Context: an optimization exercise on an open-source flow, tuned for small area. The choices shown serve that exercise and are no tape-out recipe. Where RTL was checked, it was by simulation tests only, not by an equivalence proof against the original. The clock port is modelled as an ideal driver, which makes a skipped or thinned clock tree look cheaper than it is; a real chip needs a root buffer or a tree.

## total_fir
module total_fir(total_out, x_in, clk);
	input clk;
	input signed [7:0] x_in;
	output signed [15:0] total_out;
	reg [7:0] e0;
	reg [7:0] e1;
	reg [7:0] e2;
	reg [7:0] e3;
	reg [7:0] e4;
	reg [7:0] e5;
	reg [7:0] e6;
	reg [7:0] e7;
	reg [7:0] e8;
	reg [7:0] e9;
	reg [7:0] e10;
	reg [7:0] e11;
	reg [7:0] e12;
	reg [7:0] e13;
	reg [7:0] e14;
	reg [7:0] e15;
	reg [7:0] e16;
	reg [7:0] e17;
	reg r425;
	reg r426;
	reg r491;
	reg r492;
	reg r493;
	reg r554;
	reg r601;
	reg r602;
	reg r635;
	reg r636;
	reg r637;
	reg r664;
	reg r681;
	reg r682;
	reg r691;
	reg r692;
	reg r697;
	reg r698;
	reg r705;
	reg r706;
	reg r707;
	reg r708;
	wire o5;
	wire o6;
	wire o7;
	wire o8;
	wire o16;
	wire w1;
	wire w2;
	wire w3;
	wire w4;
	wire w5;
	wire w6;
	wire w7;
	wire w8;
	wire w9;
	wire w10;
	wire w11;
	wire w12;
	wire w13;
	wire w14;
	wire w15;
	wire w16;
	wire w17;
	wire w18;
	wire w19;
	wire w20;
	wire w21;
	wire w22;
	wire w23;
	wire w24;
	wire w25;
	wire w26;
	wire w27;
	wire w28;
	wire w29;
	wire w30;
	wire w31;
	wire w32;
	wire w33;
	wire w34;
	wire w35;
	wire w36;
	wire w37;
	wire w38;
	wire w39;
	wire w40;
	wire w41;
	wire w42;
	wire w43;
	wire w44;
	wire w45;
	wire w46;
	wire w47;
	wire w48;
	wire w49;
	wire w50;
	wire w51;
	wire w52;
	wire w53;
	wire w54;
	wire w55;
	wire w56;
	wire w57;
	wire w58;
	wire w59;
	wire w60;
	wire w61;
	wire w62;
	wire w63;
	wire w64;
	wire w65;
	wire w66;
	wire w67;
	wire w68;
	wire w69;
	wire w70;
	wire w71;
	wire w72;
	wire w73;
	wire w74;
	wire w75;
	wire w76;
	wire w77;
	wire w78;
	wire w79;
	wire w80;
	wire w81;
  ...
Size in the first run: ~600 cells after synthesis, ~170 flip-flops, about 25 I/O pins, ~0.010 mm² of cells after synthesis.
export LEC_CHECK = 0
export CAP_MARGIN = 20
export CORE_MARGIN = 2
export CORE_UTILIZATION = 55
export SLEW_MARGIN = 20
export SYNTH_HIERARCHICAL = 1
export SYNTH_MINIMUM_KEEP_SIZE = 0
create_clock -name core_clock -period 5.0 [get_ports {clk}]
standard.sh (not shown) runs the stock make flow with config.mk's settings and CLKGATE_MAP_FILE= SYNTH_SCRIPT=/design/flow/synth_recipe.tcl, a recipe that flattens the netlist after the stock synthesis.
==> flow/flow/run.sh <==
#!/bin/bash
# The standard layout (standard.sh, the ORFS flow), with ORFS's own variables set for two steps:
#  - clock tree synthesis without dummy balancing loads, built from clkbuf_8 cells;
#  - port buffering with the smallest buffer cell (every input and output still gets a buffer).
# The full ORFS output goes to standard.log in this folder (per-step logs under orfs/logs).
export CTS_ARGS="-sink_clustering_enable -repair_clock_nets -dont_use_dummy_load -buf_list sky130_fd_sc_hd__clkbuf_8"
export BUFFER_PORTS_ARGS="-buffer_cell sky130_fd_sc_hd__buf_1"
bash standard.sh > standard.log 2>&1
Edit:
CORE_UTILIZATION = 40   (was 55)
After rerunning:
- register-to-register slack is about the same
- area after synthesis does not change
- maximum frequency barely changes
- wire length goes down by 4.0%
- synthesized cell count does not change
- die area goes up by 36%
- sequential cell count does not change

* * *

total_fir, a different RTL version from the one above (not shown whole).
Size: ~170 flip-flops, ~25 I/O pins, about 9900 um2 of cells after synthesis.
==> flow/design.v (excerpt) <==
module total_fir(total_out, x_in, clk);
	input clk;
	input signed [7:0] x_in;
	output signed [15:0] total_out;
	reg [7:0] e0;
	reg [7:0] e1;
	reg [7:0] e2;
	reg [7:0] e3;
	reg [7:0] e4;
	reg [7:0] e5;
	reg [7:0] e6;
	reg [7:0] e7;
	reg [7:0] e8;
	reg [7:0] e9;
	reg [7:0] e10;
	reg [7:0] e11;
	reg [7:0] e12;
	reg [7:0] e13;
	reg [7:0] e14;
	reg [7:0] e15;
	reg [7:0] e16;
	reg [7:0] e17;
	reg r425;
	reg r426;
	reg r427;
	reg r494;
	reg r495;
	reg r552;
	reg r553;
	reg r554;
	reg r603;
	reg r636;
	reg r637;
	reg r638;
	reg r665;
	reg r680;
	reg r681;
	reg r688;
	reg r689;
	reg r692;
	reg r693;
	reg r698;
	reg r699;
	reg r700;
	reg r701;
	wire o5;
	wire o6;
	wire o7;
	wire o8;
	wire o16;
	wire w1;
	wire w2;
	wire w3;
	wire w4;
	wire w5;
	wire w6;
	wire w7;
	wire w8;
	wire w9;
	wire w10;
	wire w11;
	wire w12;
	wire w13;
	wire w14;
	wire w15;
	wire w16;
	wire w17;
	wire w18;
	wire w19;
	wire w20;
	wire w21;
	wire w22;
	wire w23;
	wire w24;
	wire w25;
	wire w26;
	wire w27;
	wire w28;
	wire w29;
	wire w30;
	wire w31;
	wire w32;
	wire w33;
	wire w34;
	wire w35;
	wire w36;
	wire w37;
	wire w38;
	wire w39;
	wire w40;
	wire w41;
	wire w42;
	wire w43;
	wire w44;
	wire w45;
	wire w46;
	wire w47;
	wire w48;
	wire w49;
	wire w50;
	wire w51;
	wire w52;
	wire w53;
	wire w54;
	wire w55;
	wire w56;
	wire w57;
	wire w58;
	wire w59;
	wire w60;
	wire w61;
	wire w62;
	wire w63;
	wire w64;
	wire w65;
	wire w66;
	wire w67;
	wire w68;
	wire w69;
	wire w70;
	wire w71;
	wire w72;
	wire w73;
	wire w74;
	wire w75;
	wire w76;
	wire w77;
	wire w78;
	wire w79;
	wire w80;
	wire w81;
	wire w82;
	wire w83;
	wire w84;
	wire w85;
	wire w86;
	wire w87;
  ...
export LEC_CHECK = 0
export CAP_MARGIN = 20
export CORE_MARGIN = 2
export CORE_UTILIZATION = 40
export SLEW_MARGIN = 20
export SYNTH_HIERARCHICAL = 1
export SYNTH_MINIMUM_KEEP_SIZE = 0
create_clock -name core_clock -period 5.0 [get_ports {clk}]
==> flow/flow/run.sh <==
#!/bin/bash
cp standard.sh standard.sh.txt
export CTS_ARGS="-sink_clustering_enable -repair_clock_nets -dont_use_dummy_load -buf_list sky130_fd_sc_hd__clkbuf_8"
export BUFFER_PORTS_ARGS="-buffer_cell sky130_fd_sc_hd__buf_1"
bash standard.sh > standard.log 2>&1
Then changed:
==> flow/flow/run.sh (replaced) <==
#!/bin/bash
# The standard layout (standard.sh), with ORFS variables set for two steps:
# clock tree synthesis without dummy balancing loads, and port buffers of the smallest buffer.
export CTS_ARGS="-sink_clustering_enable -repair_clock_nets -dont_use_dummy_load -buf_list sky130_fd_sc_hd__clkbuf_16 -sink_clustering_size 40 -sink_clustering_max_diameter 300"
export BUFFER_PORTS_ARGS="-buffer_cell sky130_fd_sc_hd__buf_1"
bash standard.sh > standard.log 2>&1
After rerunning: Final area grows by 1.8%. Synthesized cell count does not change. Maximum frequency grows by 0.60%. Worst hold slack got worse by 5.2 ps. Cell count does not change. Core utilization grows by 0.78 points. Routed wire length grows by 1.5%. Die area does not change. Count of clock-buffer cells in the layout does not change.
Then changed:
==> flow/run.sh (new file) <==
#!/bin/bash
# synth_recipe.tcl (not shown) runs the flow's synth.tcl, then flattens the netlist and writes it again
# the make line also repeats each setting of config.mk as NAME=value (left out here)
make -C /OpenROAD-flow-scripts/flow DESIGN_CONFIG=/design/flow/config.mk WORK_HOME=/design/flow/orfs CLKGATE_MAP_FILE= SYNTH_SCRIPT=/design/flow/synth_recipe.tcl finish
Settings changed: CTS_BUF_LIST set to sky130_fd_sc_hd__clkbuf_8, CTS_CLUSTER_DIAMETER set to 200, CTS_CLUSTER_SIZE set to 50.
removed: flow/flow/run.sh
removed: flow/standard.sh
Core utilization rises by 0.59 points.
Via count is higher slightly.
Routed wire length decreases slightly.
Fmax fell by a few percent.
Then changed:
==> flow/flow/run.sh (new file) <==
#!/bin/bash
# The standard layout (standard.sh), with ORFS variables set for two steps:
# clock tree synthesis without dummy balancing loads, and port buffers of the smallest buffer.
export CTS_ARGS="-sink_clustering_enable -repair_clock_nets -dont_use_dummy_load -buf_list sky130_fd_sc_hd__clkbuf_8 -sink_clustering_size 25 -sink_clustering_max_diameter 150"
export BUFFER_PORTS_ARGS="-buffer_cell sky130_fd_sc_hd__buf_1"
bash standard.sh > standard.log 2>&1
==> flow/standard.sh (new file) <==
#!/bin/bash
# synth_recipe.tcl (not shown) runs the flow's synth.tcl, then flattens the netlist and writes it again
# the make line also repeats each setting of config.mk as NAME=value (left out here)
make -C /OpenROAD-flow-scripts/flow DESIGN_CONFIG=/design/flow/config.mk WORK_HOME=/design/flow/orfs CLKGATE_MAP_FILE= SYNTH_SCRIPT=/design/flow/synth_recipe.tcl "${@:-finish}"
Settings changed: CORE_UTILIZATION 40 to 65, CTS_BUF_LIST sky130_fd_sc_hd__clkbuf_8 to unset, CTS_CLUSTER_DIAMETER 200 to unset, CTS_CLUSTER_SIZE 50 to unset.
removed: flow/run.sh
=>
- routed wire length goes down by about 2%
No run of this note included a check of the RTL's function; only the layout flow was run.

* * *

Another version of the RTL of total_fir (not shown whole).
Size in the first run: roughly 600 cells after synthesis, about 170 flip-flops, about 25 I/O pins, roughly 0.010 mm^2 of cells after synthesis.
clock: 5.0 ns
lec_check: 0
cap_margin: 20
core_margin: 2
core_utilization: 60
slew_margin: 20
synth_hierarchical: 1
synth_minimum_keep_size: 0
==> flow/flow/run.sh <==
#!/bin/bash
# The standard layout (standard.sh, the ORFS flow), with ORFS's own variables set for two steps:
#  - clock tree synthesis without dummy balancing loads, built from clkbuf_8 cells;
#  - port buffering with the smallest buffer cell (every input and output still gets a buffer).
# The full ORFS output goes to standard.log in this folder (per-step logs under orfs/logs).
export CTS_ARGS="-sink_clustering_enable -repair_clock_nets -dont_use_dummy_load -buf_list sky130_fd_sc_hd__clkbuf_8"
export BUFFER_PORTS_ARGS="-buffer_cell sky130_fd_sc_hd__buf_1"
bash standard.sh > standard.log 2>&1
The baseline finished but fails on negative setup slack.
==> next run, changes <==
CORE_UTILIZATION = 40   (was 60)
The new run finished but failed the layout checks on negative setup slack.
Critical path depth is unchanged.
Sequential share of layout area falls by 0.42 points.
Via count falls slightly.
Fmax stays flat.

* * *

Another version of the RTL of total_fir (not shown whole).
For scale: ~580 cells after synthesis, about 170 flip-flops, about 25 I/O pins.
export LEC_CHECK = 0
export CAP_MARGIN = 20
export CORE_MARGIN = 2
export CORE_UTILIZATION = 40
export SLEW_MARGIN = 20
export SYNTH_HIERARCHICAL = 1
export SYNTH_MINIMUM_KEEP_SIZE = 0
create_clock -name core_clock -period 5.0 [get_ports {clk}]
Scripts as last shown in full above: flow/flow/run.sh
Next try:
GPL_TIMING_DRIVEN = 0   (was unset)
=>
- The new run went through all stages and came out clean
- first-iteration DRC count fell by 0.39%
- area after synthesis does not change
- utilization rises by 0.24 points
- die area stays the same
Function was not checked in any run of this note: the RTL went through the layout flow alone.

* * *

P:
total_fir, a different RTL version from the one above (not shown whole).
For scale: ~570 cells after synthesis, about 160 flip-flops, roughly 25 I/O pins, roughly 0.0098 mm² of cells after synthesis.
clock: 5.0 ns
lec_check: 0
cap_margin: 20
core_margin: 2
core_utilization: 40
slew_margin: 20
synth_hierarchical: 1
synth_minimum_keep_size: 0
==> flow/flow/run.sh <==
#!/bin/bash
# The standard layout (standard.sh, the ORFS flow), with ORFS's own variables set for three steps:
#  - clock tree: flow/mycts.tcl (sourced by ORFS before its CTS step) replaces TritonCTS with a
#    two-level tree: one clkbuf_8 at the clock port driving MYCTS_NLEAF clkbuf_4 cells, each
#    driving one placement cluster of flip-flops (balanced k-means on flip-flop locations);
#  - port buffering with the smallest buffer cell (every input and output still gets a buffer);
#  - timing-driven global placement keeps none of its trial buffering.
# The full ORFS output goes to standard.log in this folder (per-step logs under orfs/logs).
export PRE_CTS_TCL="$(pwd)/flow/mycts.tcl"
export MYCTS_NLEAF=20
export MYCTS_CELL=sky130_fd_sc_hd__clkbuf_4
export MYCTS_ROOT=sky130_fd_sc_hd__clkbuf_8
export BUFFER_PORTS_ARGS="-buffer_cell sky130_fd_sc_hd__buf_1"
export GPL_KEEP_OVERFLOW=0
bash standard.sh > standard.log 2>&1
==> flow/flow/mycts.tcl <==
# Simple one-level clock tree: the clock port drives NLEAF clock buffers, each
# buffer drives the flip-flops of one placement cluster (k-means on the flip-flop
# locations).  Replaces TritonCTS, whose H-tree always builds 16 leaf buffers here.
proc simple_clock_tree {args} {
  set nleaf [expr {[info exists ::env(MYCTS_NLEAF)] ? $::env(MYCTS_NLEAF) : 4}]
  set cell [expr {[info exists ::env(MYCTS_CELL)] ? $::env(MYCTS_CELL) : "sky130_fd_sc_hd__clkbuf_8"}]
  set block [ord::get_db_block]
  set db [ord::get_db]
  set master [$db findMaster $cell]
  set clkport [$block findBTerm clk]
  set clknet [$clkport getNet]
  set sinks {}
  foreach it [$clknet getITerms] {
    set inst [$it getInst]
    set bb [$inst getBBox]
    lappend sinks [list $it [expr {([$bb xMin] + [$bb xMax]) / 2}] [expr {([$bb yMin] + [$bb yMax]) / 2}]]
  }
  # k-means with farthest-point seeding (deterministic)
  set pts $sinks
  set cx [lindex $pts 0 1]; set cy [lindex $pts 0 2]
  set tx 0; set ty 0
  foreach p $pts { set tx [expr {$tx + [lindex $p 1]}]; set ty [expr {$ty + [lindex $p 2]}] }
  set n [llength $pts]
  set cents [list [list [expr {$tx / $n}] [expr {$ty / $n}]]]
  while {[llength $cents] < $nleaf} {
    set best -1; set bp {}
    foreach p $pts {
      set dmin 1e18
      foreach c $cents {
        set d [expr {abs([lindex $p 1] - [lindex $c 0]) + abs([lindex $p 2] - [lindex $c 1])}]
        if {$d < $dmin} { set dmin $d }
      }
      if {$dmin > $best} { set best $dmin; set bp [list [lindex $p 1] [lindex $p 2]] }
    }
    lappend cents $bp
  }
  # balanced k-means: each cluster gets at most ceil(n/k) sinks
  set cap [expr {int(ceil(double($n) / $nleaf))}]
  for {set iter 0} {$iter < 30} {incr iter} {
    set pairs {}
    set i 0
    foreach p $pts {
      set k 0
      foreach c $cents {
        lappend pairs [list [expr {abs([lindex $p 1] - [lindex $c 0]) + abs([lindex $p 2] - [lindex $c 1])}] $i $k]
        incr k
      }
      incr i
    }
    set pairs [lsort -real -index 0 $pairs]
    array unset asg; array unset cnt
    for {set k 0} {$k < $nleaf} {incr k} { set cnt($k) 0 }
    foreach pr $pairs {
      lassign $pr d i k
      if {[info exists asg($i)]} continue
      if {$cnt($k) >= $cap} continue
      set asg($i) $k; incr cnt($k)
    }
    set newc {}
    for {set k 0} {$k < $nleaf} {incr k} { set sx($k) 0; set sy($k) 0 }
    for {set i 0} {$i < $n} {incr i} {
      set k $asg($i)
      set sx($k) [expr {$sx($k) + [lindex $pts $i 1]}]; set sy($k) [expr {$sy($k) + [lindex $pts $i 2]}]
    }
    for {set k 0} {$k < $nleaf} {incr k} {
      if {$cnt($k) > 0} { lappend newc [list [expr {$sx($k) / $cnt($k)}] [expr {$sy($k) / $cnt($k)}]] } else { lappend newc [lindex $cents $k] }
    }
    set cents $newc
  }
  set drvnet $clknet
  if {$nleaf > 4} {
    set rcell [expr {[info exists ::env(MYCTS_ROOT)] ? $::env(MYCTS_ROOT) : $cell}]
    set rinst [odb::dbInst_create $block [$db findMaster $rcell] "clkbuf_root"]
    set drvnet [odb::dbNet_create $block "clknet_root"]
    $drvnet setSigType CLOCK
    [$rinst findITerm X] connect $drvnet
    [$rinst findITerm A] connect $clknet
    set mx 0; set my 0
    foreach c $cents { set mx [expr {$mx + [lindex $c 0]}]; set my [expr {$my + [lindex $c 1]}] }
    $rinst setLocation [expr {int($mx / $nleaf)}] [expr {int($my / $nleaf)}]
    $rinst setPlacementStatus PLACED
  }
  for {set k 0} {$k < $nleaf} {incr k} {
    set inst [odb::dbInst_create $block $master "clkbuf_leaf_$k"]
    set net [odb::dbNet_create $block "clknet_leaf_$k"]
    $net setSigType CLOCK
    [$inst findITerm X] connect $net
    [$inst findITerm A] connect $drvnet
    $inst setLocation [expr {int([lindex $cents $k 0])}] [expr {int([lindex $cents $k 1])}]
    $inst setPlacementStatus PLACED
    set leafnet($k) $net
  }
  for {set i 0} {$i < $n} {incr i} {
    set it [lindex $pts $i 0]
    $it disconnect
    $it connect $leafnet($asg($i))
  }
  global_connect
  set_propagated_clock [all_clocks]
  puts "simple_clock_tree: $nleaf x $cell, sinks per buffer: [array get cnt]"
}
rename clock_tree_synthesis tritoncts_clock_tree_synthesis
proc clock_tree_synthesis {args} { simple_clock_tree }
P did not stop at any stage, and its layout met the timing, design-rule and antenna checks.
#### Input delta (Q over P)
- setting PLACE_DENSITY to 0.75 for the first time
-- flow/flow/run.sh --
<<< P, line 3
#  - clock tree: flow/mycts.tcl (sourced by ORFS before its CTS step) replaces TritonCTS with a
#    two-level tree: one clkbuf_8 at the clock port driving MYCTS_NLEAF clkbuf_4 cells, each
#    driving one placement cluster of flip-flops (balanced k-means on flip-flop locations);
>>> Q, line 3
#  - clock tree: flow/mycts.tcl (sourced by ORFS before its CTS step) replaces TritonCTS with a
#    two-level tree: one clkbuf_16 at the clock port driving MYCTS_NLEAF clkbuf_4 cells, each
#    driving one placement cluster of flip-flops (balanced k-means on flip-flop locations);
<<< P, line 11
export MYCTS_CELL=sky130_fd_sc_hd__clkbuf_4
export MYCTS_ROOT=sky130_fd_sc_hd__clkbuf_8
export BUFFER_PORTS_ARGS="-buffer_cell sky130_fd_sc_hd__buf_1"
>>> Q, line 11
export MYCTS_CELL=sky130_fd_sc_hd__clkbuf_4
export MYCTS_ROOT=sky130_fd_sc_hd__clkbuf_16
export BUFFER_PORTS_ARGS="-buffer_cell sky130_fd_sc_hd__buf_1"
- Compared Q against P; core utilization within noise.
- Between P and Q, the post-route cell area figures differ only marginally.
- Required arrival time at the worst endpoint, Q and P: higher on P
Setup changes, Q to R
- PLACE_DENSITY: 0.75 -> unset
-- flow/flow/run.sh --
<<< Q, line 9
export PRE_CTS_TCL="$(pwd)/flow/mycts.tcl"
export MYCTS_NLEAF=20
export MYCTS_CELL=sky130_fd_sc_hd__clkbuf_4
>>> R, line 9
export PRE_CTS_TCL="$(pwd)/flow/mycts.tcl"
export MYCTS_NLEAF=18
export MYCTS_CELL=sky130_fd_sc_hd__clkbuf_4
Results
- Changes observed in R relative to Q: worst hold slack went up 0.015 ns; time the final worst path needs with I/O delays and setup went up 0.032 ns.
In every run of this note, the design's own scripts or RTL, not TritonCTS, make the clock network.

afterwards: timing with drivers on the ports:
The results above use ideal ports. As a check the final layouts listed here were re-extracted and re-timed, cells and wires unchanged. Step 1 (the two cells are an assumption about what drives the block):
set clk [get_ports {clk}]
set_driving_cell -lib_cell sky130_fd_sc_hd__clkbuf_16 $clk
set_driving_cell -lib_cell sky130_fd_sc_hd__buf_2 [delete_from_list [all_inputs] $clk]
Step 2, shift: input delay + t, output delay - t, t = (earliest + latest rising clock arrival at the registers) / 2. This alone moves slack from input paths to output paths. Slacks: ideal ports / drivers / drivers and shift; pairs: ideal ports / drivers.
run	shift t [ns]	slack for setup (ns)	clock arrival spread, ns
the first run of note 1	0.487	0.368 / 0.368 / 0.368	0.046 / 0.047
the second run of note 1	0.487	0.376 / 0.376 / 0.376	0.045 / 0.044
the first run of note 2	0.480	0.111 / 0.074 / 0.399	0.041 / 0.041
the second run of note 2	0.457	0.140 / 0.098 / 0.392	0.024 / 0.024
the third run of note 2	0.514	0.024 / -0.015 / 0.334	0.021 / 0.021
the fourth run of note 2	0.482	0.104 / 0.066 / 0.353	0.057 / 0.057
the first run of note 3	0.484	-0.019 / -0.060 / 0.397	0.046 / 0.045
the second run of note 3	0.494	-0.017 / -0.059 / 0.396	0.044 / 0.044
the first run of note 4	0.473	0.141 / 0.141 / 0.141	0.034 / 0.033
the second run of note 4	0.479	0.165 / 0.165 / 0.165	0.035 / 0.035
P	0.528	0.117 / 0.117 / 0.117	0.043 / 0.043
Q	0.445	0.127 / 0.127 / 0.127	0.028 / 0.029
R	0.445	0.095 / 0.095 / 0.095	0.027 / 0.028
